What follows belongs to an exercise in optimizing a design on an open flow for small area; a production flow would make more cautious choices. In this exercise RTL edits were held to simulation tests only and were not proved equivalent to the original.

==> flow/design.v (outline; a module is shown in full before it is edited, if it fits) <==
// module MAC_DSP: 572 lines
// module adder_tree: 1955 lines
// module mac_array: 36 lines
module mac_array#(
    parameter   BATCH   = 32,
    parameter   DATA_W  = 8,
    parameter   RES_W   = 32
    )(
    input   clk,
    input   rst,
    input   new_acc,
    input   [BATCH  -1 : 0][DATA_W  -1 : 0] vec_a,
    input   [BATCH  -1 : 0][DATA_W  -1 : 0] vec_b,
    output  [BATCH  -1 : 0][RES_W   -1 : 0] vec_out,
    output  [RES_W  -1 : 0] sca_out
    );
  // ...
==> flow/run.sh <==
#!/bin/bash
# synth_recipe.tcl (not shown) runs the flow's synth.tcl, then flattens the netlist and writes it again
# the make line also repeats each setting of config.mk as NAME=value (left out here)
make -C /OpenROAD-flow-scripts/flow DESIGN_CONFIG=/design/flow/config.mk WORK_HOME=/design/flow/orfs CLKGATE_MAP_FILE= SYNTH_SCRIPT=/design/flow/synth_recipe.tcl finish
==> flow/config.mk <==
export PLATFORM = sky130hd
export DESIGN_NAME = mac_array
export DESIGN_NICKNAME = mac_array
export VERILOG_FILES = /design/flow/design.v
export SDC_FILE = /design/flow/constraint.sdc
export NUM_CORES = 4
export LEC_CHECK = 0
export CAP_MARGIN = 35
export CORE_MARGIN = 2
export CORE_UTILIZATION = 40
export SLEW_MARGIN = 35
==> flow/constraint.sdc <==
create_clock -name core_clock -period 6.0 [get_ports {clk}]
set_input_delay 1.2000 -clock core_clock [delete_from_list [all_inputs] [get_ports {clk}]]
set_output_delay 1.2000 -clock core_clock [all_outputs]
set_load 0.01 [all_outputs]
==> results by group, run 1 <==
Status
  – Status: failed layout checks
  – SO Faults: setup timing

Worst setup path
  – Most frequent CP cell: fa_2
  – Worst Path Arrival: 4.88 ns
  – Flop-to-flop setup slack: 0.25 ns
  – Critical path buffer and inverter count: 5
  – Crit end category: primary output

Yosys
  – Synth Instances: 14700
  – Largest family of logic cells by synthesized area: adder cells
  – Area of the mapped netlist: 0.154 sq mm
  – EDFF count, synth: 0
  – Syn Area/Cell: 10.5 sq um
  – Synth Area in Simple Gates: 0.153
  – Synth area leaders: fa_1 32%, dfxtp_1 32%, inv_1 6.8%
  – Synth Register Bits: 2424

STA
  – Worst setup margin: -0.0755 ns
  – Rel. slew slack: 0.355
  – Final setup violation count: 15

Global route
  – Overall routing resource usage: 0.265
  – Vias in the first global route: 104000

Floorplan
  – Area of the core: 0.383 sq mm
  – FP Rows: 227

Placed design
  – Post-DP HPWL: 437000 um

Final layout
  – Area of the multi-input gates: 0.0922 sq mm
  – Number of non-clock inverters: 2768
  – Clk cell area share: 0.0545

Drt
  – Detailed Route Iter0 Violations: 5034
  – Met3 wire length: 28300 um
==> module MAC_DSP, before the edit <==
module MAC_DSP (
    input         clk,
    input         sload_reg,
    input  [7:0]  a,
    input  [7:0]  b,
    output [15:0] prod,
    output [31:0] accum_out
    );
    reg [7:0]  a_reg, b_reg;
    reg [15:0] mult_reg;
    reg [10:0] lo;
    reg [20:0] hi;
    reg [4:0] ph;
    reg        cy;
    wire [20:0] upper;
    wire m0;
    wire m1;
    wire m2;
    wire m3;
    wire m4;
    wire m5;
    wire m6;
    wire m7;
    wire m8;
    wire m9;
    wire m10;
    wire m11;
    wire m12;
    wire m13;
    wire m14;
    wire m15;
    wire m16;
    wire m17;
    wire m18;
    wire m19;
    wire m20;
    wire m21;
    wire m22;
    wire m23;
    wire m24;
    wire m25;
    wire m26;
    wire m27;
    wire m28;
    wire m29;
    wire m30;
    wire m31;
    wire m32;
    wire m33;
    wire m34;
    wire m35;
    wire m36;
    wire m37;
    wire m38;
    wire m39;
    wire m40;
    wire m41;
    wire m42;
    wire m43;
    wire m44;
    wire m45;
    wire m46;
    wire m47;
    wire m48;
    wire m49;
    wire m50;
    wire m51;
    wire m52;
    wire m53;
    wire m54;
    wire m55;
    wire m56;
    wire m57;
    wire m58;
    wire m59;
    wire m60;
    wire m61;
    wire m62;
    wire m63;
    wire m64;
    wire m65;
    wire m66;
    wire m67;
    wire m68;
    wire m69;
    wire m70;
    wire m71;
    wire m72;
    wire m73;
    wire m74;
    wire m75;
    wire m76;
    wire m77;
    wire m78;
    wire m79;
    wire m80;
    wire m81;
    wire m82;
    wire m83;
    wire m84;
    wire m85;
    wire m86;
    wire m87;
    wire m88;
    wire m89;
    wire m90;
    wire m91;
    wire m92;
    wire m93;
    wire m94;
    wire m95;
    wire m96;
    wire m97;
    wire m98;
    wire m99;
    wire m100;
    wire m101;
    wire m102;
    wire m103;
    wire m104;
    wire m105;
    wire m106;
    wire m107;
    wire m108;
    wire m109;
    wire m110;
    wire m111;
    wire m112;
    wire m113;
    wire m114;
    wire m115;
    wire m116;
    wire m117;
    wire m118;
    wire m119;
    wire m120;
    wire m121;
    wire m122;
    wire m123;
    wire m124;
    wire m125;
    wire m126;
    wire m127;
    wire m128;
    wire m129;
    wire m130;
    wire m131;
    wire m132;
    wire m133;
    wire m134;
    wire m135;
    wire m136;
    wire m137;
    wire m138;
    wire m139;
    wire m140;
    wire m141;
    wire m142;
    wire m143;
    wire m144;
    wire m145;
    wire m146;
    wire m147;
    wire m148;
    wire m149;
    wire m150;
    wire m151;
    wire m152;
    wire m153;
    wire m154;
    wire m155;
    wire m156;
    wire m157;
    wire m158;
    wire m159;
    wire m160;
    wire m161;
    wire m162;
    wire m163;
    wire m164;
    wire m165;
    wire m166;
    wire m167;
    wire m168;
    wire m169;
    wire m170;
    wire m171;
    wire m172;
    wire m173;
    wire m174;
    wire m175;
    wire m176;
    wire m177;
    wire m178;
    wire m179;
    wire m180;
    wire m181;
    wire m182;
    wire m183;
    wire m184;
    wire m185;
    wire m186;
    wire m187;
    wire m188;
    wire m189;
    wire m190;
    wire m191;
    wire m192;
    wire m193;
    wire m194;
    wire m195;
    wire m196;
    wire m197;
    wire m198;
    wire m199;
    wire m200;
    wire m201;
    wire m202;
    wire m203;
    wire m204;
    wire m205;
    wire m206;
    wire m207;
    wire m208;
    wire m209;
    wire m210;
    wire m211;
    wire m212;
    wire m213;
    wire m214;
    wire m215;
    wire m216;
    wire m217;
    wire m218;
    wire m219;
    wire m220;
    wire m221;
    wire m222;
    wire m223;
    wire m224;
    wire m225;
    wire m226;
    wire m227;
    wire m228;
    wire m229;
    wire m230;
    wire m231;
    wire m232;
    wire m233;
    wire m234;
    wire m235;
    wire m236;
    wire m237;
    wire m238;
    wire m239;
    wire m240;
    wire m241;
    wire m242;
    wire m243;
    wire m244;
    wire m245;
    wire m246;
    wire m247;
    wire m248;
    wire m249;
    wire m250;
    wire m251;
    wire m252;
    wire m253;
    wire m254;
    wire m255;
    wire m256;
    wire m257;
    wire m258;
    wire m259;
    wire m260;
    wire m261;
    wire m262;
    wire m263;
    wire m264;
    wire m265;
    wire m266;
    wire m267;
    wire m268;
    wire m269;
    wire m270;
    wire m271;
    assign m0 = a_reg[0] & b_reg[0];
    assign m1 = a_reg[0] & b_reg[1];
    assign m2 = a_reg[0] & b_reg[2];
    assign m3 = a_reg[0] & b_reg[3];
    assign m4 = a_reg[0] & b_reg[4];
    assign m5 = a_reg[0] & b_reg[5];
    assign m6 = a_reg[0] & b_reg[6];
    assign m7 = ~(a_reg[0] & b_reg[7]);
    assign m8 = a_reg[1] & b_reg[0];
    assign m9 = a_reg[1] & b_reg[1];
    assign m10 = a_reg[1] & b_reg[2];
    assign m11 = a_reg[1] & b_reg[3];
    assign m12 = a_reg[1] & b_reg[4];
    assign m13 = a_reg[1] & b_reg[5];
    assign m14 = a_reg[1] & b_reg[6];
    assign m15 = ~(a_reg[1] & b_reg[7]);
    assign m16 = a_reg[2] & b_reg[0];
    assign m17 = a_reg[2] & b_reg[1];
    assign m18 = a_reg[2] & b_reg[2];
    assign m19 = a_reg[2] & b_reg[3];
    assign m20 = a_reg[2] & b_reg[4];
    assign m21 = a_reg[2] & b_reg[5];
    assign m22 = a_reg[2] & b_reg[6];
    assign m23 = ~(a_reg[2] & b_reg[7]);
    assign m24 = a_reg[3] & b_reg[0];
    assign m25 = a_reg[3] & b_reg[1];
    assign m26 = a_reg[3] & b_reg[2];
    assign m27 = a_reg[3] & b_reg[3];
    assign m28 = a_reg[3] & b_reg[4];
    assign m29 = a_reg[3] & b_reg[5];
    assign m30 = a_reg[3] & b_reg[6];
    assign m31 = ~(a_reg[3] & b_reg[7]);
    assign m32 = a_reg[4] & b_reg[0];
    assign m33 = a_reg[4] & b_reg[1];
    assign m34 = a_reg[4] & b_reg[2];
    assign m35 = a_reg[4] & b_reg[3];
    assign m36 = a_reg[4] & b_reg[4];
    assign m37 = a_reg[4] & b_reg[5];
    assign m38 = a_reg[4] & b_reg[6];
    assign m39 = ~(a_reg[4] & b_reg[7]);
    assign m40 = a_reg[5] & b_reg[0];
    assign m41 = a_reg[5] & b_reg[1];
    assign m42 = a_reg[5] & b_reg[2];
    assign m43 = a_reg[5] & b_reg[3];
    assign m44 = a_reg[5] & b_reg[4];
    assign m45 = a_reg[5] & b_reg[5];
    assign m46 = a_reg[5] & b_reg[6];
    assign m47 = ~(a_reg[5] & b_reg[7]);
    assign m48 = a_reg[6] & b_reg[0];
    assign m49 = a_reg[6] & b_reg[1];
    assign m50 = a_reg[6] & b_reg[2];
    assign m51 = a_reg[6] & b_reg[3];
    assign m52 = a_reg[6] & b_reg[4];
    assign m53 = a_reg[6] & b_reg[5];
    assign m54 = a_reg[6] & b_reg[6];
    assign m55 = ~(a_reg[6] & b_reg[7]);
    assign m56 = ~(a_reg[7] & b_reg[0]);
    assign m57 = ~(a_reg[7] & b_reg[1]);
    assign m58 = ~(a_reg[7] & b_reg[2]);
    assign m59 = ~(a_reg[7] & b_reg[3]);
    assign m60 = ~(a_reg[7] & b_reg[4]);
    assign m61 = ~(a_reg[7] & b_reg[5]);
    assign m62 = ~(a_reg[7] & b_reg[6]);
    assign m63 = a_reg[7] & b_reg[7];
    assign m64 = m13 ^ m20;
    assign m65 = m13 & m20;
    assign m66 = m14 ^ m21 ^ m28;
    assign m67 = (m14 & m21) | (m14 & m28) | (m21 & m28);
    assign m68 = m35 ^ m42;
    assign m69 = m35 & m42;
    assign m70 = 1'b1 ^ m15 ^ m22;
    assign m71 = (1'b1 & m15) | (1'b1 & m22) | (m15 & m22);
    assign m72 = m29 ^ m36 ^ m43;
    assign m73 = (m29 & m36) | (m29 & m43) | (m36 & m43);
    assign m74 = m23 ^ m30 ^ m37;
    assign m75 = (m23 & m30) | (m23 & m37) | (m30 & m37);
    assign m76 = m11 ^ m18;
    assign m77 = m11 & m18;
    assign m78 = m12 ^ m19 ^ m26;
    assign m79 = (m12 & m19) | (m12 & m26) | (m19 & m26);
    assign m80 = m33 ^ m40;
    assign m81 = m33 & m40;
    assign m82 = m27 ^ m34 ^ m41;
    assign m83 = (m27 & m34) | (m27 & m41) | (m34 & m41);
    assign m84 = m48 ^ m6 ^ m64;
    assign m85 = (m48 & m6) | (m48 & m64) | (m6 & m64);
    assign m86 = m49 ^ m56 ^ m7;
    assign m87 = (m49 & m56) | (m49 & m7) | (m56 & m7);
    assign m88 = m65 ^ m68 ^ m66;
    assign m89 = (m65 & m68) | (m65 & m66) | (m68 & m66);
    assign m90 = m50 ^ m57 ^ m69;
    assign m91 = (m50 & m57) | (m50 & m69) | (m57 & m69);
    assign m92 = m67 ^ m70 ^ m72;
    assign m93 = (m67 & m70) | (m67 & m72) | (m70 & m72);
    assign m94 = m44 ^ m51 ^ m58;
    assign m95 = (m44 & m51) | (m44 & m58) | (m51 & m58);
    assign m96 = m71 ^ m73 ^ m74;
    assign m97 = (m71 & m73) | (m71 & m74) | (m73 & m74);
    assign m98 = m31 ^ m38 ^ m45;
    assign m99 = (m31 & m38) | (m31 & m45) | (m38 & m45);
    assign m100 = m52 ^ m59 ^ m75;
    assign m101 = (m52 & m59) | (m52 & m75) | (m59 & m75);
    assign m102 = m39 ^ m46 ^ m53;
    assign m103 = (m39 & m46) | (m39 & m53) | (m46 & m53);
    assign m104 = m10 ^ m17;
    assign m105 = m10 & m17;
    assign m106 = m25 ^ m32 ^ m4;
    assign m107 = (m25 & m32) | (m25 & m4) | (m32 & m4);
    assign m108 = m5 ^ m77 ^ m80;
    assign m109 = (m5 & m77) | (m5 & m80) | (m77 & m80);
    assign m110 = m81 ^ m79 ^ m82;
    assign m111 = (m81 & m79) | (m81 & m82) | (m79 & m82);
    assign m112 = m83 ^ m86 ^ m85;
    assign m113 = (m83 & m86) | (m83 & m85) | (m86 & m85);
    assign m114 = m87 ^ m90 ^ m89;
    assign m115 = (m87 & m90) | (m87 & m89) | (m90 & m89);
    assign m116 = m91 ^ m94 ^ m93;
    assign m117 = (m91 & m94) | (m91 & m93) | (m94 & m93);
    assign m118 = m95 ^ m98 ^ m100;
    assign m119 = (m95 & m98) | (m95 & m100) | (m98 & m100);
    assign m120 = m60 ^ m99 ^ m102;
    assign m121 = (m60 & m99) | (m60 & m102) | (m99 & m102);
    assign m122 = m47 ^ m54 ^ m61;
    assign m123 = (m47 & m54) | (m47 & m61) | (m54 & m61);
    assign m124 = m16 ^ m2;
    assign m125 = m16 & m2;
    assign m126 = m24 ^ m3 ^ m104;
    assign m127 = (m24 & m3) | (m24 & m104) | (m3 & m104);
    assign m128 = m105 ^ m76 ^ m106;
    assign m129 = (m105 & m76) | (m105 & m106) | (m76 & m106);
    assign m130 = m107 ^ m78 ^ m108;
    assign m131 = (m107 & m78) | (m107 & m108) | (m78 & m108);
    assign m132 = m109 ^ m84 ^ m110;
    assign m133 = (m109 & m84) | (m109 & m110) | (m84 & m110);
    assign m134 = m111 ^ m88 ^ m112;
    assign m135 = (m111 & m88) | (m111 & m112) | (m88 & m112);
    assign m136 = m113 ^ m92 ^ m114;
    assign m137 = (m113 & m92) | (m113 & m114) | (m92 & m114);
    assign m138 = m96 ^ m115 ^ m116;
    assign m139 = (m96 & m115) | (m96 & m116) | (m115 & m116);
    assign m140 = m97 ^ m117 ^ m118;
    assign m141 = (m97 & m117) | (m97 & m118) | (m117 & m118);
    assign m142 = m101 ^ m120 ^ m119;
    assign m143 = (m101 & m120) | (m101 & m119) | (m120 & m119);
    assign m144 = m103 ^ m122 ^ m121;
    assign m145 = (m103 & m122) | (m103 & m121) | (m122 & m121);
    assign m146 = m55 ^ m62 ^ m123;
    assign m147 = (m55 & m62) | (m55 & m123) | (m62 & m123);
    assign m148 = m1 ^ m8;
    assign m149 = m1 & m8;
    assign m150 = m9 ^ m124 ^ m149;
    assign m151 = (m9 & m124) | (m9 & m149) | (m124 & m149);
    assign m152 = m125 ^ m126 ^ m151;
    assign m153 = (m125 & m126) | (m125 & m151) | (m126 & m151);
    assign m154 = m127 ^ m128 ^ m153;
    assign m155 = (m127 & m128) | (m127 & m153) | (m128 & m153);
    assign m156 = m129 ^ m130 ^ m155;
    assign m157 = (m129 & m130) | (m129 & m155) | (m130 & m155);
    assign m158 = m131 ^ m132 ^ m157;
    assign m159 = (m131 & m132) | (m131 & m157) | (m132 & m157);
    assign m160 = m133 ^ m134 ^ m159;
    assign m161 = (m133 & m134) | (m133 & m159) | (m134 & m159);
    assign m162 = m135 ^ m136 ^ m161;
    assign m163 = (m135 & m136) | (m135 & m161) | (m136 & m161);
    assign m164 = m137 ^ m138 ^ m163;
    assign m165 = (m137 & m138) | (m137 & m163) | (m138 & m163);
    assign m166 = m139 ^ m140;
    assign m167 = m139 & m140;
    assign m168 = m141 ^ m142 ^ m167;
    assign m169 = (m141 & m142) | (m141 & m167) | (m142 & m167);
    assign m170 = m144 ^ m143 ^ m169;
    assign m171 = (m144 & m143) | (m144 & m169) | (m143 & m169);
    assign m172 = m146 ^ m145 ^ m171;
    assign m173 = (m146 & m145) | (m146 & m171) | (m145 & m171);
    assign m174 = m63 ^ m147 ^ m173;
    assign m175 = (m63 & m147) | (m63 & m173) | (m147 & m173);
    assign m176 = 1'b1 ^ m175;
    assign m177 = 1'b1 & m175;
    assign m178 = m166 ^ m165;
    assign m179 = m165 & m166;
    assign m180 = m168 ^ m179;
    assign m181 = m166 & m168;
    assign m182 = m165 & m181;
    assign m183 = m170 ^ m182;
    assign m184 = m181 & m170;
    assign m185 = m165 & m184;
    assign m186 = m172 ^ m185;
    assign m187 = m184 & m172;
    assign m188 = m165 & m187;
    assign m189 = m174 ^ m188;
    assign m190 = m187 & m174;
    assign m191 = m165 & m190;
    assign m192 = m176 ^ m191;
    assign m193 = lo[0] & ~sload_reg;
    assign m194 = lo[1] & ~sload_reg;
    assign m195 = lo[2] & ~sload_reg;
    assign m196 = lo[3] & ~sload_reg;
    assign m197 = lo[4] & ~sload_reg;
    assign m198 = lo[5] & ~sload_reg;
    assign m199 = lo[6] & ~sload_reg;
    assign m200 = lo[7] & ~sload_reg;
    assign m201 = lo[8] & ~sload_reg;
    assign m202 = lo[9] & ~sload_reg;
    assign m203 = lo[10] & ~sload_reg;
    assign m204 = m193 ^ mult_reg[0];
    assign m205 = m193 & mult_reg[0];
    assign m206 = m194 ^ mult_reg[1] ^ m205;
    assign m207 = (m194 & mult_reg[1]) | (m194 & m205) | (mult_reg[1] & m205);
    assign m208 = m195 ^ mult_reg[2] ^ m207;
    assign m209 = (m195 & mult_reg[2]) | (m195 & m207) | (mult_reg[2] & m207);
    assign m210 = m196 ^ mult_reg[3] ^ m209;
    assign m211 = (m196 & mult_reg[3]) | (m196 & m209) | (mult_reg[3] & m209);
    assign m212 = m197 ^ mult_reg[4] ^ m211;
    assign m213 = (m197 & mult_reg[4]) | (m197 & m211) | (mult_reg[4] & m211);
    assign m214 = m198 ^ mult_reg[5] ^ m213;
    assign m215 = (m198 & mult_reg[5]) | (m198 & m213) | (mult_reg[5] & m213);
    assign m216 = m199 ^ mult_reg[6] ^ m215;
    assign m217 = (m199 & mult_reg[6]) | (m199 & m215) | (mult_reg[6] & m215);
    assign m218 = m200 ^ mult_reg[7] ^ m217;
    assign m219 = (m200 & mult_reg[7]) | (m200 & m217) | (mult_reg[7] & m217);
    assign m220 = m201 ^ mult_reg[8] ^ m219;
    assign m221 = (m201 & mult_reg[8]) | (m201 & m219) | (mult_reg[8] & m219);
    assign m222 = m202 ^ mult_reg[9] ^ m221;
    assign m223 = (m202 & mult_reg[9]) | (m202 & m221) | (mult_reg[9] & m221);
    assign m224 = m203 ^ mult_reg[10] ^ m223;
    assign m225 = (m203 & mult_reg[10]) | (m203 & m223) | (mult_reg[10] & m223);
    assign m226 = ~ph[4];
    assign m227 = hi[0] ^ ph[0] ^ cy;
    assign m228 = (hi[0] & ph[0]) | (hi[0] & cy) | (ph[0] & cy);
    assign m229 = hi[1] ^ ph[1] ^ m228;
    assign m230 = (hi[1] & ph[1]) | (hi[1] & m228) | (ph[1] & m228);
    assign m231 = hi[2] ^ ph[2] ^ m230;
    assign m232 = (hi[2] & ph[2]) | (hi[2] & m230) | (ph[2] & m230);
    assign m233 = hi[3] ^ ph[3] ^ m232;
    assign m234 = (hi[3] & ph[3]) | (hi[3] & m232) | (ph[3] & m232);
    assign m235 = hi[4] ^ m226 ^ m234;
    assign m236 = (hi[4] & m226) | (hi[4] & m234) | (m226 & m234);
    assign m237 = ~ph[4];
    assign m238 = m236 & ~m237;
    assign m239 = ~m236 & m237;
    assign m240 = m238 | m239;
    assign m241 = hi[5] ^ m240;
    assign m242 = m240 & (hi[5] ^ m239);
    assign m243 = hi[6] ^ m242;
    assign m244 = m242 & (hi[6] ^ m239);
    assign m245 = hi[7] ^ m244;
    assign m246 = m244 & (hi[7] ^ m239);
    assign m247 = hi[8] ^ m246;
    assign m248 = m246 & (hi[8] ^ m239);
    assign m249 = hi[9] ^ m248;
    assign m250 = m248 & (hi[9] ^ m239);
    assign m251 = hi[10] ^ m250;
    assign m252 = m250 & (hi[10] ^ m239);
    assign m253 = hi[11] ^ m252;
    assign m254 = m252 & (hi[11] ^ m239);
    assign m255 = hi[12] ^ m254;
    assign m256 = m254 & (hi[12] ^ m239);
    assign m257 = hi[13] ^ m256;
    assign m258 = m256 & (hi[13] ^ m239);
    assign m259 = hi[14] ^ m258;
    assign m260 = m258 & (hi[14] ^ m239);
    assign m261 = hi[15] ^ m260;
    assign m262 = m260 & (hi[15] ^ m239);
    assign m263 = hi[16] ^ m262;
    assign m264 = m262 & (hi[16] ^ m239);
    assign m265 = hi[17] ^ m264;
    assign m266 = m264 & (hi[17] ^ m239);
    assign m267 = hi[18] ^ m266;
    assign m268 = m266 & (hi[18] ^ m239);
    assign m269 = hi[19] ^ m268;
    assign m270 = m268 & (hi[19] ^ m239);
    assign m271 = hi[20] ^ m270;
    assign upper = {m271, m269, m267, m265, m263, m261, m259, m257, m255, m253, m251, m249, m247, m245, m243, m241, m235, m233, m231, m229, m227};
    always @(posedge clk) begin
        a_reg     <= a;
        b_reg     <= b;
        mult_reg  <= {~m192, m189, m186, m183, m180, m178, m164, m162, m160, m158, m156, m154, m152, m150, m148, m0};
        lo        <= {m224, m222, m220, m218, m216, m214, m212, m210, m208, m206, m204};
        cy        <= m225;
        ph        <= mult_reg[15:11];
        hi        <= upper & {21{~sload_reg}};
    end
    assign prod      = mult_reg;
    assign accum_out = {upper, lo};
endmodule
==> inputs of run 2 (changes only) <==
--- a/flow/design.v
+++ b/flow/design.v
@@ -8,11 +8,10 @@
     );
     reg [7:0]  a_reg, b_reg;
     reg [15:0] mult_reg;
-    reg [10:0] lo;
-    reg [20:0] hi;
-    reg [4:0] ph;
-    reg        cy;
-    wire [20:0] upper;
+    reg [15:0] lo;
+    reg [15:0] hi;
+    reg        inc, dec;
+    wire [15:0] upper;
     wire m0;
     wire m1;
     wire m2;
@@ -285,6 +284,56 @@
     wire m269;
     wire m270;
     wire m271;
+    wire m272;
+    wire m273;
+    wire m274;
+    wire m275;
+    wire m276;
+    wire m277;
+    wire m278;
+    wire m279;
+    wire m280;
+    wire m281;
+    wire m282;
+    wire m283;
+    wire m284;
+    wire m285;
+    wire m286;
+    wire m287;
+    wire m288;
+    wire m289;
+    wire m290;
+    wire m291;
+    wire m292;
+    wire m293;
+    wire m294;
+    wire m295;
+    wire m296;
+    wire m297;
+    wire m298;
+    wire m299;
+    wire m300;
+    wire m301;
+    wire m302;
+    wire m303;
+    wire m304;
+    wire m305;
+    wire m306;
+    wire m307;
+    wire m308;
+    wire m309;
+    wire m310;
+    wire m311;
+    wire m312;
+    wire m313;
+    wire m314;
+    wire m315;
+    wire m316;
+    wire m317;
+    wire m318;
+    wire m319;
+    wire m320;
+    wire m321;
     assign m0 = a_reg[0] & b_reg[0];
     assign m1 = a_reg[0] & b_reg[1];
     assign m2 = a_reg[0] & b_reg[2];
@@ -461,111 +510,161 @@
     assign m173 = (m146 & m145) | (m146 & m171) | (m145 & m171);
     assign m174 = m63 ^ m147 ^ m173;
     assign m175 = (m63 & m147) | (m63 & m173) | (m147 & m173);
-    assign m176 = 1'b1 ^ m175;
-    assign m177 = 1'b1 & m175;
-    assign m178 = m166 ^ m165;
-    assign m179 = m165 & m166;
-    assign m180 = m168 ^ m179;
-    assign m181 = m166 & m168;
-    assign m182 = m165 & m181;
-    assign m183 = m170 ^ m182;
-    assign m184 = m181 & m170;
-    assign m185 = m165 & m184;
-    assign m186 = m172 ^ m185;
-    assign m187 = m184 & m172;
-    assign m188 = m165 & m187;
-    assign m189 = m174 ^ m188;
-    assign m190 = m187 & m174;
-    assign m191 = m165 & m190;
-    assign m192 = m176 ^ m191;
-    assign m193 = lo[0] & ~sload_reg;
-    assign m194 = lo[1] & ~sload_reg;
-    assign m195 = lo[2] & ~sload_reg;
-    assign m196 = lo[3] & ~sload_reg;
-    assign m197 = lo[4] & ~sload_reg;
-    assign m198 = lo[5] & ~sload_reg;
-    assign m199 = lo[6] & ~sload_reg;
-    assign m200 = lo[7] & ~sload_reg;
-    assign m201 = lo[8] & ~sload_reg;
-    assign m202 = lo[9] & ~sload_reg;
-    assign m203 = lo[10] & ~sload_reg;
-    assign m204 = m193 ^ mult_reg[0];
-    assign m205 = m193 & mult_reg[0];
-    assign m206 = m194 ^ mult_reg[1] ^ m205;
-    assign m207 = (m194 & mult_reg[1]) | (m194 & m205) | (mult_reg[1] & m205);
-    assign m208 = m195 ^ mult_reg[2] ^ m207;
-    assign m209 = (m195 & mult_reg[2]) | (m195 & m207) | (mult_reg[2] & m207);
-    assign m210 = m196 ^ mult_reg[3] ^ m209;
-    assign m211 = (m196 & mult_reg[3]) | (m196 & m209) | (mult_reg[3] & m209);
-    assign m212 = m197 ^ mult_reg[4] ^ m211;
-    assign m213 = (m197 & mult_reg[4]) | (m197 & m211) | (mult_reg[4] & m211);
-    assign m214 = m198 ^ mult_reg[5] ^ m213;
-    assign m215 = (m198 & mult_reg[5]) | (m198 & m213) | (mult_reg[5] & m213);
-    assign m216 = m199 ^ mult_reg[6] ^ m215;
-    assign m217 = (m199 & mult_reg[6]) | (m199 & m215) | (mult_reg[6] & m215);
-    assign m218 = m200 ^ mult_reg[7] ^ m217;
-    assign m219 = (m200 & mult_reg[7]) | (m200 & m217) | (mult_reg[7] & m217);
-    assign m220 = m201 ^ mult_reg[8] ^ m219;
-    assign m221 = (m201 & mult_reg[8]) | (m201 & m219) | (mult_reg[8] & m219);
-    assign m222 = m202 ^ mult_reg[9] ^ m221;
-    assign m223 = (m202 & mult_reg[9]) | (m202 & m221) | (mult_reg[9] & m221);
-    assign m224 = m203 ^ mult_reg[10] ^ m223;
-    assign m225 = (m203 & mult_reg[10]) | (m203 & m223) | (mult_reg[10] & m223);
-    assign m226 = ~ph[4];
-    assign m227 = hi[0] ^ ph[0] ^ cy;
-    assign m228 = (hi[0] & ph[0]) | (hi[0] & cy) | (ph[0] & cy);
-    assign m229 = hi[1] ^ ph[1] ^ m228;
-    assign m230 = (hi[1] & ph[1]) | (hi[1] & m228) | (ph[1] & m228);
-    assign m231 = hi[2] ^ ph[2] ^ m230;
-    assign m232 = (hi[2] & ph[2]) | (hi[2] & m230) | (ph[2] & m230);
-    assign m233 = hi[3] ^ ph[3] ^ m232;
-    assign m234 = (hi[3] & ph[3]) | (hi[3] & m232) | (ph[3] & m232);
-    assign m235 = hi[4] ^ m226 ^ m234;
-    assign m236 = (hi[4] & m226) | (hi[4] & m234) | (m226 & m234);
-    assign m237 = ~ph[4];
-    assign m238 = m236 & ~m237;
-    assign m239 = ~m236 & m237;
-    assign m240 = m238 | m239;
-    assign m241 = hi[5] ^ m240;
-    assign m242 = m240 & (hi[5] ^ m239);
-    assign m243 = hi[6] ^ m242;
-    assign m244 = m242 & (hi[6] ^ m239);
-    assign m245 = hi[7] ^ m244;
-    assign m246 = m244 & (hi[7] ^ m239);
-    assign m247 = hi[8] ^ m246;
-    assign m248 = m246 & (hi[8] ^ m239);
-    assign m249 = hi[9] ^ m248;
-    assign m250 = m248 & (hi[9] ^ m239);
-    assign m251 = hi[10] ^ m250;
-    assign m252 = m250 & (hi[10] ^ m239);
-    assign m253 = hi[11] ^ m252;
-    assign m254 = m252 & (hi[11] ^ m239);
-    assign m255 = hi[12] ^ m254;
-    assign m256 = m254 & (hi[12] ^ m239);
-    assign m257 = hi[13] ^ m256;
-    assign m258 = m256 & (hi[13] ^ m239);
-    assign m259 = hi[14] ^ m258;
-    assign m260 = m258 & (hi[14] ^ m239);
-    assign m261 = hi[15] ^ m260;
-    assign m262 = m260 & (hi[15] ^ m239);
-    assign m263 = hi[16] ^ m262;
-    assign m264 = m262 & (hi[16] ^ m239);
-    assign m265 = hi[17] ^ m264;
-    assign m266 = m264 & (hi[17] ^ m239);
-    assign m267 = hi[18] ^ m266;
-    assign m268 = m266 & (hi[18] ^ m239);
-    assign m269 = hi[19] ^ m268;
-    assign m270 = m268 & (hi[19] ^ m239);
-    assign m271 = hi[20] ^ m270;
-    assign upper = {m271, m269, m267, m265, m263, m261, m259, m257, m255, m253, m251, m249, m247, m245, m243, m241, m235, m233, m231, m229, m227};
+    assign m176 = m166 ^ m165;
+    assign m177 = m165 & m166;
+    assign m178 = m168 ^ m177;
+    assign m179 = m166 & m168;
+    assign m180 = m165 & m179;
+    assign m181 = m170 ^ m180;
+    assign m182 = m179 & m170;
+    assign m183 = m165 & m182;
+    assign m184 = m172 ^ m183;
+    assign m185 = m182 & m172;
+    assign m186 = m165 & m185;
+    assign m187 = m174 ^ m186;
+    assign m188 = m185 & m174;
+    assign m189 = m165 & m188;
+    assign m190 = m175 ^ m189;
+    assign m191 = ~mult_reg[15];
+    assign m192 = lo[4] & ~sload_reg;
+    assign m193 = lo[5] & ~sload_reg;
+    assign m194 = lo[6] & ~sload_reg;
+    assign m195 = lo[7] & ~sload_reg;
+    assign m196 = lo[8] & ~sload_reg;
+    assign m197 = lo[9] & ~sload_reg;
+    assign m198 = lo[10] & ~sload_reg;
+    assign m199 = lo[11] & ~sload_reg;
+    assign m200 = lo[12] & ~sload_reg;
+    assign m201 = lo[13] & ~sload_reg;
+    assign m202 = lo[14] & ~sload_reg;
+    assign m203 = lo[15] & ~sload_reg;
+    assign m204 = lo[0] ^ mult_reg[0];
+    assign m205 = lo[0] & mult_reg[0];
+    assign m206 = lo[1] ^ mult_reg[1] ^ m205;
+    assign m207 = (lo[1] & mult_reg[1]) | (lo[1] & m205) | (mult_reg[1] & m205);
+    assign m208 = lo[2] ^ mult_reg[2] ^ m207;
+    assign m209 = (lo[2] & mult_reg[2]) | (lo[2] & m207) | (mult_reg[2] & m207);
+    assign m210 = lo[3] ^ mult_reg[3] ^ m209;
+    assign m211 = (lo[3] & mult_reg[3]) | (lo[3] & m209) | (mult_reg[3] & m209);
+    assign m212 = m211 & ~sload_reg;
+    assign m213 = m192 ^ mult_reg[4] ^ m212;
+    assign m214 = (m192 & mult_reg[4]) | (m192 & m212) | (mult_reg[4] & m212);
+    assign m215 = m193 ^ mult_reg[5] ^ m214;
+    assign m216 = (m193 & mult_reg[5]) | (m193 & m214) | (mult_reg[5] & m214);
+    assign m217 = m194 ^ mult_reg[6] ^ m216;
+    assign m218 = (m194 & mult_reg[6]) | (m194 & m216) | (mult_reg[6] & m216);
+    assign m219 = m195 ^ mult_reg[7] ^ m218;
+    assign m220 = (m195 & mult_reg[7]) | (m195 & m218) | (mult_reg[7] & m218);
+    assign m221 = m196 ^ mult_reg[8] ^ m220;
+    assign m222 = (m196 & mult_reg[8]) | (m196 & m220) | (mult_reg[8] & m220);
+    assign m223 = m197 ^ mult_reg[9] ^ m222;
+    assign m224 = (m197 & mult_reg[9]) | (m197 & m222) | (mult_reg[9] & m222);
+    assign m225 = m198 ^ mult_reg[10];
+    assign m226 = m198 & mult_reg[10];
+    assign m227 = m199 ^ mult_reg[11] ^ m226;
+    assign m228 = (m199 & mult_reg[11]) | (m199 & m226) | (mult_reg[11] & m226);
+    assign m229 = m200 ^ mult_reg[12] ^ m228;
+    assign m230 = (m200 & mult_reg[12]) | (m200 & m228) | (mult_reg[12] & m228);
+    assign m231 = m201 ^ mult_reg[13] ^ m230;
+    assign m232 = (m201 & mult_reg[13]) | (m201 & m230) | (mult_reg[13] & m230);
+    assign m233 = m202 ^ mult_reg[14] ^ m232;
+    assign m234 = (m202 & mult_reg[14]) | (m202 & m232) | (mult_reg[14] & m232);
+    assign m235 = m203 ^ m191 ^ m234;
+    assign m236 = (m203 & m191) | (m203 & m234) | (m191 & m234);
+    assign m237 = m225 ^ m224;
+    assign m238 = m224 & m225;
+    assign m239 = m227 ^ m238;
+    assign m240 = m225 & m227;
+    assign m241 = m224 & m240;
+    assign m242 = m229 ^ m241;
+    assign m243 = m240 & m229;
+    assign m244 = m224 & m243;
+    assign m245 = m231 ^ m244;
+    assign m246 = m243 & m231;
+    assign m247 = m224 & m246;
+    assign m248 = m233 ^ m247;
+    assign m249 = m246 & m233;
+    assign m250 = m224 & m249;
+    assign m251 = m235 ^ m250;
+    assign m252 = m249 & m235;
+    assign m253 = m236 | (m224 & m252);
+    assign m254 = sload_reg ? mult_reg[0] : m204;
+    assign m255 = sload_reg ? mult_reg[1] : m206;
+    assign m256 = sload_reg ? mult_reg[2] : m208;
+    assign m257 = sload_reg ? mult_reg[3] : m210;
+    assign m258 = m253 & ~m191;
+    assign m259 = ~m253 & m191;
+    assign m260 = inc | dec;
+    assign m261 = hi[0] ^ m260;
+    assign m262 = (inc & hi[0]) | (dec & ~hi[0]);
+    assign m263 = hi[1] ^ m262;
+    assign m264 = hi[0] & hi[1];
+    assign m265 = ~hi[0] & ~hi[1];
+    assign m266 = (inc & m264) | (dec & m265);
+    assign m267 = hi[2] ^ m266;
+    assign m268 = m264 & hi[2];
+    assign m269 = m265 & ~hi[2];
+    assign m270 = (inc & m268) | (dec & m269);
+    assign m271 = hi[3] ^ m270;
+    assign m272 = m268 & hi[3];
+    assign m273 = m269 & ~hi[3];
+    assign m274 = (inc & m272) | (dec & m273);
+    assign m275 = hi[4] ^ m274;
+    assign m276 = m272 & hi[4];
+    assign m277 = m273 & ~hi[4];
+    assign m278 = (inc & m276) | (dec & m277);
+    assign m279 = hi[5] ^ m278;
+    assign m280 = m276 & hi[5];
+    assign m281 = m277 & ~hi[5];
+    assign m282 = (inc & m280) | (dec & m281);
+    assign m283 = hi[6] ^ m282;
+    assign m284 = m280 & hi[6];
+    assign m285 = m281 & ~hi[6];
+    assign m286 = (inc & m284) | (dec & m285);
+    assign m287 = hi[7] ^ m286;
+    assign m288 = m284 & hi[7];
+    assign m289 = m285 & ~hi[7];
+    assign m290 = (inc & m288) | (dec & m289);
+    assign m291 = hi[8] ^ m290;
+    assign m292 = m288 & hi[8];
+    assign m293 = m289 & ~hi[8];
+    assign m294 = (inc & m292) | (dec & m293);
+    assign m295 = hi[9] ^ m294;
+    assign m296 = m292 & hi[9];
+    assign m297 = m293 & ~hi[9];
+    assign m298 = (inc & m296) | (dec & m297);
+    assign m299 = hi[10] ^ m298;
+    assign m300 = m296 & hi[10];
+    assign m301 = m297 & ~hi[10];
+    assign m302 = (inc & m300) | (dec & m301);
+    assign m303 = hi[11] ^ m302;
+    assign m304 = m300 & hi[11];
+    assign m305 = m301 & ~hi[11];
+    assign m306 = (inc & m304) | (dec & m305);
+    assign m307 = hi[12] ^ m306;
+    assign m308 = m304 & hi[12];
+    assign m309 = m305 & ~hi[12];
+    assign m310 = (inc & m308) | (dec & m309);
+    assign m311 = hi[13] ^ m310;
+    assign m312 = m308 & hi[13];
+    assign m313 = m309 & ~hi[13];
+    assign m314 = (inc & m312) | (dec & m313);
+    assign m315 = hi[14] ^ m314;
+    assign m316 = m312 & hi[14];
+    assign m317 = m313 & ~hi[14];
+    assign m318 = (inc & m316) | (dec & m317);
+    assign m319 = hi[15] ^ m318;
+    assign m320 = m316 & hi[15];
+    assign m321 = m317 & ~hi[15];
+    assign upper = {m319, m315, m311, m307, m303, m299, m295, m291, m287, m283, m279, m275, m271, m267, m263, m261};
     always @(posedge clk) begin
         a_reg     <= a;
         b_reg     <= b;
-        mult_reg  <= {~m192, m189, m186, m183, m180, m178, m164, m162, m160, m158, m156, m154, m152, m150, m148, m0};
-        lo        <= {m224, m222, m220, m218, m216, m214, m212, m210, m208, m206, m204};
-        cy        <= m225;
-        ph        <= mult_reg[15:11];
-        hi        <= upper & {21{~sload_reg}};
+        mult_reg  <= {m190, m187, m184, m181, m178, m176, m164, m162, m160, m158, m156, m154, m152, m150, m148, m0};
+        lo        <= {m251, m248, m245, m242, m239, m237, m223, m221, m219, m217, m215, m213, m257, m256, m255, m254};
+        inc       <= m258;
+        dec       <= m259;
+        hi        <= upper & {16{~sload_reg}};
     end
     assign prod      = mult_reg;
     assign accum_out = {upper, lo};
==> flow/flow/run.sh (new file) <==
#!/bin/bash
# The standard layout (standard synthesis, floorplan, placement, CTS,
# routing), with the port buffers that placement inserts on every input and
# output made with the smallest buffer cell instead of a delay buffer.
set -euo pipefail
export BUFFER_PORTS_ARGS="-buffer_cell sky130_fd_sc_hd__buf_1"
bash standard.sh > standard.log 2>&1
==> flow/standard.sh (new file) <==
#!/bin/bash
# synth_recipe.tcl (not shown) runs the flow's synth.tcl, then flattens the netlist and writes it again
# the make line also repeats each setting of config.mk as NAME=value (left out here)
make -C /OpenROAD-flow-scripts/flow DESIGN_CONFIG=/design/flow/config.mk WORK_HOME=/design/flow/orfs CLKGATE_MAP_FILE= SYNTH_SCRIPT=/design/flow/synth_recipe.tcl "${@:-finish}"
removed: flow/run.sh
==> run 2 against run 1 <==
  * The run now finishes clean
  * Hold slack got worse by 0.016 ns
  * Sequential share of layout area rose by 1.2 points
  * Count of clock-buffer cells in the layout fell by 28
  * Via count fell by 2.0%
  * Critical path type unchanged
  * Critical endpoint is now vec_out[63]
  * Largest cell class unchanged
  * Highest routed layer unchanged
==> results by group, run 2 <==
Floorplan
  – DIE AREA: 0.380 sq mm
  – FP Rows: 225 (-0.88%)
  – Area of the core: 0.375 sq mm (-2.1%)
  – Die width: 617 um
  – Initial core utilization: 0.401
  – Die extent in y: 617 um
  – Boundary Pins: 1571

Drt
  – Final WL: 500000 um
  – Via count: 96800
  – Vias/cell: 4.73
  – Drt wl/cell: 24.5 um
  – Final ANT Viol Nets: 0
  – Detailed Route Iter0 Violations: 5426 (+7.8%)
  – DR pass1 iterations: 7
  – Drt drc: 0

Global route
  – Overall routing resource usage: 0.263 (-0.00227)
  – Initial antenna violation count: 52
  – First-pass GRT wire length: 714000 um
  – Largest net degree at the start of global routing: 90
  – Vias in the first global route: 101000 (-2.4%)
  – Global route overflow: 0

Yosys
  – Most common cell in the synthesized netlist: fa_1
  – Synth Register Bits: 2296 (-5.3%)
  – Predominant post-synthesis flop cell: dfxtp_1
  – Distinct cell type count after synthesis: 68
  – Syn nets: 17400
  – Synth Warn #: 3
  – EDFF count, synth: 0 (unchanged)
  – Synth Instances: 14000 (-4.5%)
  – Sequential element share of the synthesized area: 0.306
  – Synth top area share: 0.323
  – Syn Area/Cell: 10.7 sq um (+2.3%)
  – Area of the mapped netlist: 0.150 sq mm (-2.4%)
  – Post-synth top cells: 2426 x fa_1, 2301 x inv_1, 2296 x dfxtp_1
  – Post-synth ARST share: 0
  – Top cell type by total area after synthesis: fa_1
  – Synth area leaders: fa_1 32%, dfxtp_1 31%, inv_1 5.7%

Clock network
  – Hold_buf cts: 0
  – H-tree Lvls: 5
  – Root Driver: clkbuf_16
  – TritonCTS Sinks: 2296
  – Setup Fix Bufs, Post-CTS: 0
  – CTS resizes: 0
  – TritonCTS clock tree: yes
  – CTS Buf Count: 279
  – Clock buffer depth: 4
  – Worst-skew pair later-pin latency: 0.95 ns
  – Clock Pin Slew Worst Setup and Hold Paths: 0.06 ns

Final layout
  – Most frequent cells in the layout: 2426 x fa_1, 2301 x inv_1, 2293 x dfxtp_1
  – Layout cells sized above 1: 0.0498
  – Layout net count: 18600
  – Commonest non-fill, non-tap cell in the layout: fa_1
  – Area Overhead vs Synth: 11.8%

Worst setup path
  – Crit path required time: 4.80 ns
  – Crit end category: primary output
  – Setup CP Type: register to primary output
  – Worst Path Arrival: 4.62 ns (-0.26 ns)
  – Crit Path Max Fanout: 6
  – Startpoint Class: register

Placed design
  – PortBufs: 1569
  – Post-DP HPWL: 427000 um (-2.3%)
  – GP Congestion: 0.959
  – Pre-CTS WS: 0.517 ns

Run
  – MaxCap Viol Count: 0

STA
  – Slew @ Worst Pin: 0.968 ns
  – Unrepaired setup endpoints after global routing: false
  – Rel. slew slack: 0.355 (about the same)
  – Final setup violation count: 0 (-15)
  – Max Freq: 0.172 GHz
  – Worst hold margin: 0.303 ns
  – Worst setup margin: 0.184 ns (+0.259 ns)
  – Minimum clock period: 5.82 ns
  – Fin Clk Skew: 0.0644 ns
  – Count of final max-slew check failures: 0
  – Final Hold Vio Count: 0
  – Setup TNS: 0 ns
  – Fin crit share: 0.969

Worst hold path
  – Hold Path Class: register to register

Status
  – Status: complete, no violations
==> run 2: metal layers <==
metal | up-vias | routed length [um] | track usage
met4 | 8 | 36000 | 0.154
met3 | 857 | 34400 | 0.0634
li1 | 44200 | - | -
met5 | - | 52 | 0
met2 | 2767 | 230000 | 0.424
met1 | 48900 | 200000 | 0.319
==> run 2: path summary, 6_finish.rpt <==
path	slack, ns	startpoint	end	cells past startpoint
min reg2reg	0.30	adder_tree_inst.d3[13]$_DFF_P_	adder_tree_inst.d4[13]$_DFF_P_	0
max reg2reg	0.49	ARR[2].mac_unit.mult_reg[0]$_DFF_P_	ARR[2].mac_unit.dec$_DFF_P_	17
min	0.30	adder_tree_inst.d3[13]$_DFF_P_	adder_tree_inst.d4[13]$_DFF_P_	0
max	0.18	ARR[1].mac_unit.dec$_DFF_P_	vec_out[63]	8
==> run 2: area by class of cell <==
type	count	area (sq um)
Antenna cell	29	72.6
Multi-Input combinational cell	8737	91300
Tap cell	4994	6250
Clock inverter	111	1670
Fill cell	35700	207000
Timing Repair Buffer	1604	6220
Inverter	2301	8640
Clock buffer	381	7920
Sequential cell	2296	46000
==> run 2: worst max-delay path, cell delays in order (launching register included) <==
cell     delay, ns
dfxtp_1       0.94
or4b_4        0.57
nor3_2        0.20
or4b_4        0.51
or4_4         0.47
nor4_4        0.18
mux2i_1       0.17
xnor2_1       0.23
buf_1         0.37
==> run 2: cells by family after synthesis <==
family,Yosys count,synth area share
adders and majority gates,2904,0.363
AOI/OAI and AO/OA,437,0.0178
DFF,2296,0.306
muxes,206,0.0148
and+or+nand+nor,4377,0.164
buffers and inverters,2952,0.0866
xor gates and xnor gates,813,0.0474
==> run 2: metrics by stage <==
| step | util | cells | area (sq um) |
|---|---|---|---|
| floorplan | - | 14000 | 150000 |
| global placement | 0.423 | 19900 | 158000 |
| detailed placement | 0.423 | 19900 | 158000 |
| CTS | 0.448 | 20400 | 168000 |
| global route | 0.448 | 20400 | 168000 |
| finish | 0.448 | 20500 | 168000 |
==> inputs of run 3 (changes only) <==
==> flow/flow/run.sh (replaced) <==
#!/bin/bash
# The standard layout (standard synthesis, floorplan, placement, CTS,
# routing) with two changes:
# - the port buffers that placement inserts on every input and output use the
#   smallest buffer cell instead of a delay buffer;
# - CTS clusters more flip-flops per leaf buffer and adds no dummy loads.
set -euo pipefail
export BUFFER_PORTS_ARGS="-buffer_cell sky130_fd_sc_hd__buf_1"
export CTS_ARGS="-sink_clustering_enable -repair_clock_nets -dont_use_dummy_load -sink_clustering_size 24 -sink_clustering_max_diameter 120"
bash standard.sh > standard.log 2>&1
==> run 3 against run 2 <==
  * Synthesized cell count unchanged
  * First-iteration DRC count down 1.0%
  * Setup slack better by 0.042 ns
  * Synthesized area unchanged
  * Hold slack better by 0.029 ns
  * Core utilization down 1.8 points
  * Critical path depth unchanged
  * Count of clock-buffer cells in the layout down 261
  * Final cell count down 1.9%
  * Highest routed layer unchanged
==> results by group, run 3 <==
Floorplan
  – Die extent in y: 617 um (unchanged)
  – Die width: 617 um (unchanged)
  – Boundary Pins: 1571 (unchanged)
  – Initial core utilization: 0.401 (unchanged)
  – DIE AREA: 0.380 sq mm (unchanged)
  – FP Rows: 225 (unchanged)
  – Area of the core: 0.375 sq mm (unchanged)

STA
  – Worst hold margin: 0.332 ns (+0.0293 ns)
  – Fin Clk Skew: 0.111 ns (+0.0471 ns)
  – Fin crit share: 0.962 (-0.00701)
  – Slew @ Worst Pin: 0.947 ns (-0.0216 ns)
  – Setup TNS: 0 ns (unchanged)
  – Final setup violation count: 0 (unchanged)
  – Rel. slew slack: 0.369 (+0.0144)
  – Max Freq: 0.173 GHz (+0.73%)
  – Count of final max-slew check failures: 0 (unchanged)
  – Minimum clock period: 5.77 ns (-0.0421 ns)
  – Final Hold Vio Count: 0 (unchanged)
  – Unrepaired setup endpoints after global routing: false

Placed design
  – PortBufs: 1569 (unchanged)
  – Cell Area, Placed: 0.158 sq mm (unchanged)
  – GP Congestion: 0.959 (unchanged)
  – Post-DP HPWL: 427000 um (unchanged)
  – Dpl cells: 19900 (unchanged)

Clock network
  – Clock Pin Slew Worst Setup and Hold Paths: 0.10 ns (+0.04 ns)
  – H-tree Lvls: 3 (-2)
  – TritonCTS clock tree: yes
  – CTS Buf Count: 120 (-57%)
  – TritonCTS Sinks: 2296 (unchanged)
  – Clock buffer depth: 4 (unchanged)
  – Setup Fix Bufs, Post-CTS: 0 (unchanged)
  – CTS resizes: 0 (unchanged)
  – Hold_buf cts: 0 (unchanged)
  – Root Driver: clkbuf_16
  – Worst-skew pair later-pin latency: 0.94 ns (about the same)

Final layout
  – Area Overhead vs Synth: 7.43%
  – Fin area: 0.161 sq mm (-3.9%)
  – Layout cells sized above 1: 0.0295 (-0.0203)
  – Finished Layout Cells: 20100 (-1.9%)
  – Layout net count: 18500 (-0.85%)
  – Final core occ: 0.431 (-0.0177)
  – Most frequent cells in the layout: 2426 x fa_1, 2301 x inv_1, 2294 x dfxtp_1
  – Commonest non-fill, non-tap cell in the layout: fa_1

Drt
  – DR pass1 iterations: 9 (+2)
  – Via count: 95300 (-1.5%)
  – Drt wl/cell: 24.7 um (+0.82%)
  – Drt drc: 0 (unchanged)
  – Final ANT Viol Nets: 0 (unchanged)
  – Final WL: 495000 um (-1.1%)
  – Vias/cell: 4.75 (+0.36%)
  – Detailed Route Iter0 Violations: 5371 (-1.0%)

Yosys
  – Area of the mapped netlist: 0.150 sq mm (unchanged)
  – EDFF count, synth: 0 (unchanged)
  – Syn Area/Cell: 10.7 sq um (unchanged)
  – Most common cell in the synthesized netlist: fa_1
  – Post-synth top cells: 2426 x fa_1, 2301 x inv_1, 2296 x dfxtp_1
  – Synth Instances: 14000 (unchanged)
  – Synth top area share: 0.323 (unchanged)
  – Predominant post-synthesis flop cell: dfxtp_1
  – Distinct cell type count after synthesis: 68 (unchanged)
  – Post-synth ARST share: 0 (unchanged)
  – Synth Warn #: 3 (unchanged)
  – Synth Register Bits: 2296 (unchanged)
  – Sequential element share of the synthesized area: 0.306 (unchanged)
  – Synth area leaders: fa_1 32%, dfxtp_1 31%, inv_1 5.7%
  – Syn nets: 17400 (unchanged)
  – Top cell type by total area after synthesis: fa_1

Global route
  – First-pass GRT wire length: 705000 um (-1.4%)
  – Overall routing resource usage: 0.260 (-0.00313)
  – Global route overflow: 0 (unchanged)
  – Vias in the first global route: 98800 (-2.2%)
  – Largest net degree at the start of global routing: 90 (unchanged)
  – Initial antenna violation count: 49 (-5.8%)

Run
  – MaxCap Viol Count: 0 (unchanged)

Worst setup path
  – Crit end category: primary output
  – R2R depth: 17 (unchanged)
  – Startpoint Class: register
  – Worst Path Arrival: 4.57 ns (-0.05 ns)
  – Crit path required time: 4.80 ns (about the same)
  – Crit Path Max Fanout: 4 (-2)
  – Setup CP Type: register to primary output

Worst hold path
  – Hold path cells: 0 (unchanged)
  – Hold Path Class: register to register

Status
  – Status: complete, no violations
-- run 3: metal layers --
metal | vias to the layer above | GRT usage | wire, um
met5 | - | 0 | 8
met4 | 2 | 0.143 | 34600
met3 | 758 | 0.0538 | 30900
met2 | 2539 | 0.422 | 228000
met1 | 48400 | 0.322 | 201000
li1 | 43600 | - | -
-- run 3: path summary, 6_finish.rpt --
kind	from	to	slack, ns
worst max-delay path	ARR[1].mac_unit.dec$_DFF_P_	vec_out[63]	0.23
worst max register to register	ARR[2].mac_unit.mult_reg[0]$_DFF_P_	ARR[2].mac_unit.dec$_DFF_P_	0.46
worst min register to register	adder_tree_inst.f[4]$_DFF_P_	adder_tree_inst.f[5]$_DFF_P_	0.33
worst min-delay path	adder_tree_inst.f[4]$_DFF_P_	adder_tree_inst.f[5]$_DFF_P_	0.33
-- run 3: cell families after synthesis --
| kind of cell | count (synthesis) | synth area share |
|---|---|---|
| flip-flops | 2296 | 0.306 |
| adder cells (fa/ha/maj) | 2904 | 0.363 |
| AO/OA/AOI/OAI | 437 | 0.0178 |
| multiplexers | 206 | 0.0148 |
| buffers and inverters | 2952 | 0.0866 |
| AND/OR/NAND/NOR | 4377 | 0.164 |
| XOR/XNOR | 813 | 0.0474 |
-- run 3: metrics by stage --
step	setup slack, ns
6_report	0.226
4_1_cts	0.116
3_3_place_gp	0.496
5_1_grt	0.0253
3_5_place_dp	0.517
2_1_floorplan	1.20
-- run 3: worst max-delay path: stages, from the launching register on --
cell and delay (ns):
dfxtp_1 0.91, or4b_4 0.57, nor3_2 0.18, or4b_4 0.51
or4_4 0.47, nor4_4 0.16, mux2i_1 0.16, xnor2_1 0.23
buf_1 0.41
-- run 3: cell type report --
type,count,area [sq um]
fillers,36300,213000
diodes,18,45.0
multi-input cells,8737,91300
inverters,2301,8640
well taps,4994,6250
clock buffers,120,3000
flip-flops and latches,2296,46000
repair buffers,1604,6220

## re-timing with driven ports
No port has a modelled driver above. Below, the same layouts with a new extraction and two added sets of constraints.
Step 1 sets driving cells, clkbuf_16 on the clock port and buf_2 on the other inputs (assumed; they add their load-dependent delay and slew).
Step 2, shift: input delay + t, output delay - t, t = (earliest + latest rising clock arrival at the registers) / 2. This alone moves slack from input paths to output paths.
a / b / c = no drivers / after step 1 / after step 2; a / b = the first two.
| run | t, ns | setup WS [ns] | clock arrival spread, ns | worst register clock-pin slew, ns | worst slew at a driven data input, ns |
|---|---|---|---|---|---|
| run 1 | 1.033 | -0.075 / -0.193 / 0.250 | 0.076 / 0.076 | 0.07 / 0.07 | 0.20 |
| run 2 | 1.024 | 0.184 / 0.072 / 0.491 | 0.079 / 0.079 | 0.07 / 0.07 | 0.20 |
| run 3 | 1.003 | 0.226 / 0.111 / 0.456 | 0.112 / 0.112 | 0.12 / 0.12 | 0.17 |
